Context: an optimization exercise on an open-source flow, tuned for small area. The choices shown serve that exercise and are no tape-out recipe.
In this exercise RTL edits were held to simulation tests only and were not proved equivalent to the original.
Power figures rest on the tool's default switching activity, not on a simulated workload.

==> run a: inputs <==
Design system_top, start of the top module:
module system_top (
    input  wire         clk,
    input  wire         rst,
    input  wire         rx,
    output wire         tx,
    input  wire         miso,
    output wire         sclk,
    output wire         mosi,
    output wire         cs_n,
    output wire         nrst_pd,
    output wire [4:0]   pwm_servos,
    input  wire [4:0]   input_ir,
    output wire [4:0]   led_busy,
    output wire         led1, led2
);
    wire [31:0] UID;
    wire        card_OK;
    wire [1:0]  tick_ph;       
    wire [4:0]  busy_servo;
    wire [4:0]  go;
    wire [19:0] turns;
    assign led_busy = busy_servo;
    assign led2     = |busy_servo;
    rc522 rfid_inst (
        .clk(clk), .rst(rst), .miso(miso), .sclk(sclk), .mosi(mosi), .cs_n(cs_n),
        .nrst_pd(nrst_pd), .UID(UID), .card_OK(card_OK), .tick_ph(tick_ph)
    );
    uart_controller comm_inst (
        .clk(clk), .rst(rst), .rx(rx), .tx(tx), .led1(led1),
        .tick(&tick_ph), .UID(UID), .card_OK(card_OK), .ir_status(input_ir),
        .busy(busy_servo), .go(go), .turns(turns)
    );
    servo_bank servos (
        .clk(clk), .rst(rst), .go(go), .turns(turns),
        .pwm(pwm_servos), .busy(busy_servo)
    );
endmodule
Settings: LEC_CHECK=0, CAP_MARGIN=20, CORE_MARGIN=2, CORE_UTILIZATION=65, CTS_CLUSTER_DIAMETER=100, CTS_CLUSTER_SIZE=28, SLEW_MARGIN=20; clock period 8.0 ns.
run.sh (not shown) runs the stock make flow with config.mk's settings and CLKGATE_MAP_FILE= SYNTH_SCRIPT=/design/flow/synth_recipe.tcl, a recipe that flattens the netlist after the stock synthesis.
==> inputs of run b, as changes to run a <==
==> flow/flow/run.sh (new file) <==
#!/bin/bash
# Own layout flow: the standard synthesis; then its combinational logic
# is mapped again by ABC with an area-oriented script (flow/remap.abc), the
# registers kept as the standard synthesis made them; then the standard
# layout steps on that netlist. Each tool's output goes to a log file here.
set -euo pipefail
R=orfs/results/$FLOW_PLATFORM/system_top/base
YOSYS=yosys
if [[ -x $FLOW_HOME/../tools/install/yosys/bin/yosys ]]; then YOSYS=$FLOW_HOME/../tools/install/yosys/bin/yosys; fi
export REMAP_LIB=$FLOW_HOME/platforms/$FLOW_PLATFORM/lib/sky130_fd_sc_hd__tt_025C_1v80.lib

bash standard.sh synth > std_synth.log 2>&1
cp $R/1_2_yosys.v std_1_2_yosys.v
$YOSYS -c flow/remap1.tcl > remap1.log 2>&1
$YOSYS -c flow/remap2.tcl > remap2.log 2>&1
cp remapped.v $R/1_2_yosys.v
# The port buffers are the smallest buffer rather than the one buffer_ports
# picks by default.
bash standard.sh "BUFFER_PORTS_ARGS=-buffer_cell sky130_fd_sc_hd__buf_1" finish > std_layout.log 2>&1
==> flow/flow/abc.constr (new file) <==
set_driving_cell sky130_fd_sc_hd__buf_1
set_load 5
==> flow/flow/remap.abc (new file) <==
&get -n
&st
&deepsyn -T 60
&dch -f
&nf -a
&put
mfs2
&get -n
&st
&deepsyn -T 60
&dch -f
&nf -a
&put
mfs2
&get -n
&st
&dch -f
&nf -a
&put
topo
stime -c
dnsize -c
==> flow/flow/remap1.tcl (new file) <==
# Map the standard synthesis's combinational cells back to gates (registers
# stay as they are) and map them again with flow/remap.abc.
yosys read_liberty -ignore_miss_func $::env(REMAP_LIB)
yosys blackbox sky130_fd_sc_hd__dfbbn_1 sky130_fd_sc_hd__dfbbn_2 sky130_fd_sc_hd__dfbbp_1 sky130_fd_sc_hd__dfrbp_1 sky130_fd_sc_hd__dfrbp_2 sky130_fd_sc_hd__dfrtn_1 sky130_fd_sc_hd__dfrtp_1 sky130_fd_sc_hd__dfrtp_2 sky130_fd_sc_hd__dfrtp_4 sky130_fd_sc_hd__dfsbp_1 sky130_fd_sc_hd__dfsbp_2 sky130_fd_sc_hd__dfstp_1 sky130_fd_sc_hd__dfstp_2 sky130_fd_sc_hd__dfstp_4 sky130_fd_sc_hd__dfxbp_1 sky130_fd_sc_hd__dfxbp_2 sky130_fd_sc_hd__dfxtp_1 sky130_fd_sc_hd__dfxtp_2 sky130_fd_sc_hd__dfxtp_4 sky130_fd_sc_hd__dlclkp_1 sky130_fd_sc_hd__dlclkp_2 sky130_fd_sc_hd__dlclkp_4 sky130_fd_sc_hd__dlrbn_1 sky130_fd_sc_hd__dlrbn_2 sky130_fd_sc_hd__dlrbp_1 sky130_fd_sc_hd__dlrbp_2 sky130_fd_sc_hd__dlrtn_1 sky130_fd_sc_hd__dlrtn_2 sky130_fd_sc_hd__dlrtn_4 sky130_fd_sc_hd__dlrtp_1 sky130_fd_sc_hd__dlrtp_2 sky130_fd_sc_hd__dlrtp_4 sky130_fd_sc_hd__dlxbn_1 sky130_fd_sc_hd__dlxbn_2 sky130_fd_sc_hd__dlxbp_1 sky130_fd_sc_hd__dlxtn_1 sky130_fd_sc_hd__dlxtn_2 sky130_fd_sc_hd__dlxtn_4 sky130_fd_sc_hd__dlxtp_1 sky130_fd_sc_hd__edfxbp_1 sky130_fd_sc_hd__edfxtp_1 sky130_fd_sc_hd__lpflow_inputisolatch_1 sky130_fd_sc_hd__sdfbbn_1 sky130_fd_sc_hd__sdfbbn_2 sky130_fd_sc_hd__sdfbbp_1 sky130_fd_sc_hd__sdfrbp_1 sky130_fd_sc_hd__sdfrbp_2 sky130_fd_sc_hd__sdfrtn_1 sky130_fd_sc_hd__sdfrtp_1 sky130_fd_sc_hd__sdfrtp_2 sky130_fd_sc_hd__sdfrtp_4 sky130_fd_sc_hd__sdfsbp_1 sky130_fd_sc_hd__sdfsbp_2 sky130_fd_sc_hd__sdfstp_1 sky130_fd_sc_hd__sdfstp_2 sky130_fd_sc_hd__sdfstp_4 sky130_fd_sc_hd__sdfxbp_1 sky130_fd_sc_hd__sdfxbp_2 sky130_fd_sc_hd__sdfxtp_1 sky130_fd_sc_hd__sdfxtp_2 sky130_fd_sc_hd__sdfxtp_4 sky130_fd_sc_hd__sdlclkp_1 sky130_fd_sc_hd__sdlclkp_2 sky130_fd_sc_hd__sdlclkp_4 sky130_fd_sc_hd__sedfxbp_1 sky130_fd_sc_hd__sedfxbp_2 sky130_fd_sc_hd__sedfxtp_1 sky130_fd_sc_hd__sedfxtp_2 sky130_fd_sc_hd__sedfxtp_4
yosys read_verilog std_1_2_yosys.v
yosys hierarchy -top $::env(FLOW_TOP)
yosys flatten
yosys delete {t:$scopeinfo}
yosys opt_clean -purge
yosys abc -script flow/remap.abc -liberty $::env(REMAP_LIB) -dont_use sky130_fd_sc_hd__probe_p_8 -dont_use sky130_fd_sc_hd__probec_p_8 -dont_use sky130_fd_sc_hd__lpflow_bleeder_1 -dont_use sky130_fd_sc_hd__lpflow_clkbufkapwr_1 -dont_use sky130_fd_sc_hd__lpflow_clkbufkapwr_16 -dont_use sky130_fd_sc_hd__lpflow_clkbufkapwr_2 -dont_use sky130_fd_sc_hd__lpflow_clkbufkapwr_4 -dont_use sky130_fd_sc_hd__lpflow_clkbufkapwr_8 -dont_use sky130_fd_sc_hd__lpflow_clkinvkapwr_1 -dont_use sky130_fd_sc_hd__lpflow_clkinvkapwr_16 -dont_use sky130_fd_sc_hd__lpflow_clkinvkapwr_2 -dont_use sky130_fd_sc_hd__lpflow_clkinvkapwr_4 -dont_use sky130_fd_sc_hd__lpflow_clkinvkapwr_8 -dont_use sky130_fd_sc_hd__lpflow_decapkapwr_12 -dont_use sky130_fd_sc_hd__lpflow_decapkapwr_3 -dont_use sky130_fd_sc_hd__lpflow_decapkapwr_4 -dont_use sky130_fd_sc_hd__lpflow_decapkapwr_6 -dont_use sky130_fd_sc_hd__lpflow_decapkapwr_8 -dont_use sky130_fd_sc_hd__lpflow_inputiso0n_1 -dont_use sky130_fd_sc_hd__lpflow_inputiso0p_1 -dont_use sky130_fd_sc_hd__lpflow_inputiso1n_1 -dont_use sky130_fd_sc_hd__lpflow_inputiso1p_1 -dont_use sky130_fd_sc_hd__lpflow_inputisolatch_1 -dont_use sky130_fd_sc_hd__lpflow_isobufsrc_1 -dont_use sky130_fd_sc_hd__lpflow_isobufsrc_16 -dont_use sky130_fd_sc_hd__lpflow_isobufsrc_2 -dont_use sky130_fd_sc_hd__lpflow_isobufsrc_4 -dont_use sky130_fd_sc_hd__lpflow_isobufsrc_8 -dont_use sky130_fd_sc_hd__lpflow_isobufsrckapwr_16 -dont_use sky130_fd_sc_hd__lpflow_lsbuf_lh_hl_isowell_tap_1 -dont_use sky130_fd_sc_hd__lpflow_lsbuf_lh_hl_isowell_tap_2 -dont_use sky130_fd_sc_hd__lpflow_lsbuf_lh_hl_isowell_tap_4 -dont_use sky130_fd_sc_hd__lpflow_lsbuf_lh_isowell_4 -dont_use sky130_fd_sc_hd__lpflow_lsbuf_lh_isowell_tap_1 -dont_use sky130_fd_sc_hd__lpflow_lsbuf_lh_isowell_tap_2 -dont_use sky130_fd_sc_hd__lpflow_lsbuf_lh_isowell_tap_4 -dont_use sky130_fd_sc_hd__fill_1 -dont_use sky130_fd_sc_hd__fill_2 -dont_use sky130_fd_sc_hd__fill_4 -dont_use sky130_fd_sc_hd__fill_8  -constr flow/abc.constr
yosys opt_clean -purge
yosys write_verilog -noattr -nohex -nodec remap_tmp.v
==> flow/flow/remap2.tcl (new file) <==
# Tie cells and pass-through buffers as the standard synthesis adds them.
yosys read_liberty -lib $::env(REMAP_LIB)
yosys read_verilog remap_tmp.v
yosys hierarchy -top $::env(FLOW_TOP)
yosys opt_clean -purge
yosys hilomap -singleton -hicell sky130_fd_sc_hd__conb_1 HI -locell sky130_fd_sc_hd__conb_1 LO
yosys insbuf -buf sky130_fd_sc_hd__buf_4 A X
yosys check -assert -mapped
yosys tee -o remap_stat.txt stat -liberty $::env(REMAP_LIB)
yosys write_verilog -nohex -nodec remapped.v
==> flow/standard.sh (new file) <==
#!/bin/bash
# synth_recipe.tcl (not shown) runs the flow's synth.tcl, then flattens the netlist and writes it again
# the make line also repeats each setting of config.mk as NAME=value (left out here)
make -C /OpenROAD-flow-scripts/flow DESIGN_CONFIG=/design/flow/config.mk WORK_HOME=/design/flow/orfs CLKGATE_MAP_FILE= SYNTH_SCRIPT=/design/flow/synth_recipe.tcl "${@:-finish}"
removed: flow/run.sh
==> inputs of run c, as changes to run a <==
--- a/flow/design.v
+++ b/flow/design.v
@@ -142,25 +142,14 @@
     wire done_evt = disp_active_prev && !dispensing_active;
     wire       s_h   = rx_sym[4];
     wire [3:0] s_x   = rx_sym[3:0];
     wire       s_eol = (rx_sym == 5'd10);
     wire       s_prt = !(rx_sym == 5'd10 || rx_sym == 5'd8);
     wire       s_gt  = s_h || !(s_x == 4'd8 || s_x == 4'd10 || s_x == 4'd11 || s_x == 4'd12 || s_x == 4'd15);
     wire [3:0] s_nib = (rx_sym == 5'd6) ? 4'd4 : s_x;
-    reg [3:0] s_turns;
-    always @(*) begin
-        case (s_nib)
-            4'd1: s_turns = 4'b1000;  4'd2: s_turns = 4'b1100;  4'd3: s_turns = 4'b1110;
-            4'd4: s_turns = 4'b1111;  4'd5: s_turns = 4'b0111;  4'd6: s_turns = 4'b1011;
-            4'd7: s_turns = 4'b0101;  4'd8: s_turns = 4'b1010;  4'd9: s_turns = 4'b1101;
-            4'd10: s_turns = 4'b0110; 4'd11: s_turns = 4'b0011; 4'd12: s_turns = 4'b1001;
-            4'd13: s_turns = 4'b0100; 4'd14: s_turns = 4'b0010; 4'd15: s_turns = 4'b0001;
-            default: s_turns = 4'b0000;
-        endcase
-    end
     wire c_P = rx_sym == 5'd0, c_A = rx_sym == 5'd1, c_R = rx_sym == 5'd2, c_S = rx_sym == 5'd3,
          c_T = rx_sym == 5'd4, c_E = rx_sym == 5'd5, c_D = rx_sym == 5'd6, c_G = rx_sym == 5'd7,
          c_I = rx_sym == 5'd9, c_M = rx_sym == 5'd13, c_N = rx_sym == 5'd14;
     reg [3:0] tx_len;
     always @(*) begin
         case (kind)
             M_DONE, M_PONG: tx_len = 4'd5;
@@ -287,19 +276,19 @@
                                           c_M ? W_MED : c_T ? W_T : W_NONE;
                             4'd1: if ((kind == W_START && !c_T) || (kind == W_END && !c_N) ||
                                       (kind == W_PING && !c_I) || (kind == W_MED && !c_E)) kind <= W_NONE;
                             4'd2: if ((kind == W_START && !c_A) || (kind == W_END && !c_D) ||
                                       (kind == W_PING && !c_N) || (kind == W_MED && !c_D)) kind <= W_NONE;
                             4'd3: if ((kind == W_START && !c_R) || (kind == W_PING && !c_G)) kind <= W_NONE;
                             4'd4: if (kind == W_START && !c_T) kind <= W_NONE;
-                            4'd5:  data[4:0]   <= {s_gt, s_turns};
-                            4'd7:  data[9:5]   <= {s_gt, s_turns};
-                            4'd9:  data[14:10] <= {s_gt, s_turns};
-                            4'd11: data[19:15] <= {s_gt, s_turns};
-                            4'd13: data[24:20] <= {s_gt, s_turns};
+                            4'd5:  data[4:0]   <= {s_gt, s_nib};
+                            4'd7:  data[9:5]   <= {s_gt, s_nib};
+                            4'd9:  data[14:10] <= {s_gt, s_nib};
+                            4'd11: data[19:15] <= {s_gt, s_nib};
+                            4'd13: data[24:20] <= {s_gt, s_nib};
                             default: ;
                         endcase
                     end
                 end
                 RESPOND: begin
                     idx             <= 4'd0;
                     dispenser_start <= 5'b00000;
@@ -555,16 +544,15 @@
                      ST_SW1   = 3'd4,
                      ST_PA2   = 3'd5,
                      ST_SW2   = 3'd6,
                      ST_CHK   = 3'd7;
     localparam [4:0] SWK = ACW ? 5'd16 : 5'd17;
     reg [2:0] state;
     reg [4:0] k;
-    reg [3:0] rem;          
-    localparam [3:0] TURN1 = 4'b1000;
+    reg [3:0] rem;
     assign busy = (state != ST_IDLE) && (state != ST_START);
     wire r_ok = (state == ST_SW1) ? (ACW ? (r == 3'd3) : (r == 3'd0))
                                   : (ACW ? (r == 3'd0) : (r == 3'd1));
     wire fall = r_ok && (x == {1'b0, k});
     reg pwm_next;
     always @(*) begin
         case (state)
@@ -599,17 +587,17 @@
                             k     <= state[0] ? SWK : 5'd9;
                         end else
                             k <= k - 5'd1;
                     end
                 end
                 ST_CHK: begin
                     k <= 5'd9;
-                    if (rem == TURN1) state <= ST_IDLEB;
+                    if (rem <= 4'd1) state <= ST_IDLEB;
                     else begin
-                        rem   <= {rem[2:0], rem[3] ^ rem[2]};
+                        rem   <= rem - 4'd1;
                         state <= ST_PA1;
                     end
                 end
             endcase
         end
     end
 endmodule
Settings changed: CORE_UTILIZATION 65 to 40, CTS_CLUSTER_DIAMETER 100 to not set, CTS_CLUSTER_SIZE 28 to not set.
==> summary.txt <==
Buffers, non-clock: run a 43; run b 42; run c 42
Die span in x: run a 200 um; run b 185 um; run c 254 um
Final core utilization: run a 69.0%; run b 70.1%; run c 44.8%
Well-tap cell count: run a 511; run b 442; run c 837
Mean cell area of the mapped netlist: run a 10.8 um^2; run b 11.0 um^2; run c 10.7 um^2
Clock insertion delay at the later pin of the skew report: run a 0.58 ns; run b 0.56 ns; run c 0.61 ns
Clkbuf count: run a 36; run b 36; run c 71
Cell count after placement: run a 2739; run b 2426; run c 3082
Setup slack after placement: run a 3.11 ns; run b 3.48 ns; run c 2.17 ns
Result of the run: run a finished clean; run b finished clean; run c finished clean
Vias/cell: run a 6.31; run b 6.56; run c 5.56
Die Ht: run a 200 um; run b 185 um; run c 254 um
Reg-to-reg setup timing slack: run a 3.10 ns; run b 3.67 ns; run c 2.54 ns
Logic depth of the worst register-to-register path: run a 11; run b 10; run c 14
Power consumed by the clock network: run a 1.29 mW; run b 1.26 mW; run c 2.50 mW
Fraction of area in multi-input gates: run a 43.1%; run b 36.4%; run c 40.3%
Total net switching power: run a 2.16 mW; run b 1.67 mW; run c 2.26 mW
Worst setup endpoint: run a comm_inst.handler.data[0]; run b servos.servo[1].u.rem[2]; run c servos.servo[1].u.rem[1]
Share of the synthesized netlist area taken by xor and xnor gates: run a 3.92%; run b -; run c 4.46%
Power per unit of standard cell area: run a 245 nW/um^2; run b 239 nW/um^2; run c 263 nW/um^2
Worst Tran Pin Value: run a 1.06 ns; run b 1.02 ns; run c 1.10 ns
Routed wire length on met3: run a 2.84 mm; run b 3.74 mm; run c 3.13 mm
Vias in the first global route: run a 16500; run b 15000; run c 17000
Data arrival time at the worst-slack endpoint: run a 5.12 ns; run b 4.51 ns; run c 5.68 ns
Largest net degree at the start of global routing: run a 82; run b 84; run c 90

-- static timing again, ports no longer ideal --
No port has a modelled driver above. Below, the same layouts with a new extraction and two added sets of constraints. Step 1, drivers: a clkbuf_16 drives clk and a buf_2 each remaining input, both assumed. Step 2 moves the port delays by t, midway between the first and last clock arrival at a register: inputs arrive t later, outputs are due t later. That takes back most of the time a late clock gives input paths. Three values: ideal, step 1, step 2; two values: the first two.
run	t, ns	setup WS [ns]	worst setup path at the end	worst slew at a driven data input, ns	pins driven straight from the clock port
run a	0.630	3.103 / 3.103 / 3.103	register to register	0.06	1
run b	0.601	3.670 / 3.670 / 3.477	input to register	0.05	1
run c	0.659	2.540 / 2.540 / 2.540	register to register	0.07	1
After both steps every run listed still meets setup and hold. The setup slack of run b, which loses most, moves by 0.000 ns with the drivers and by -0.193 ns with both steps.
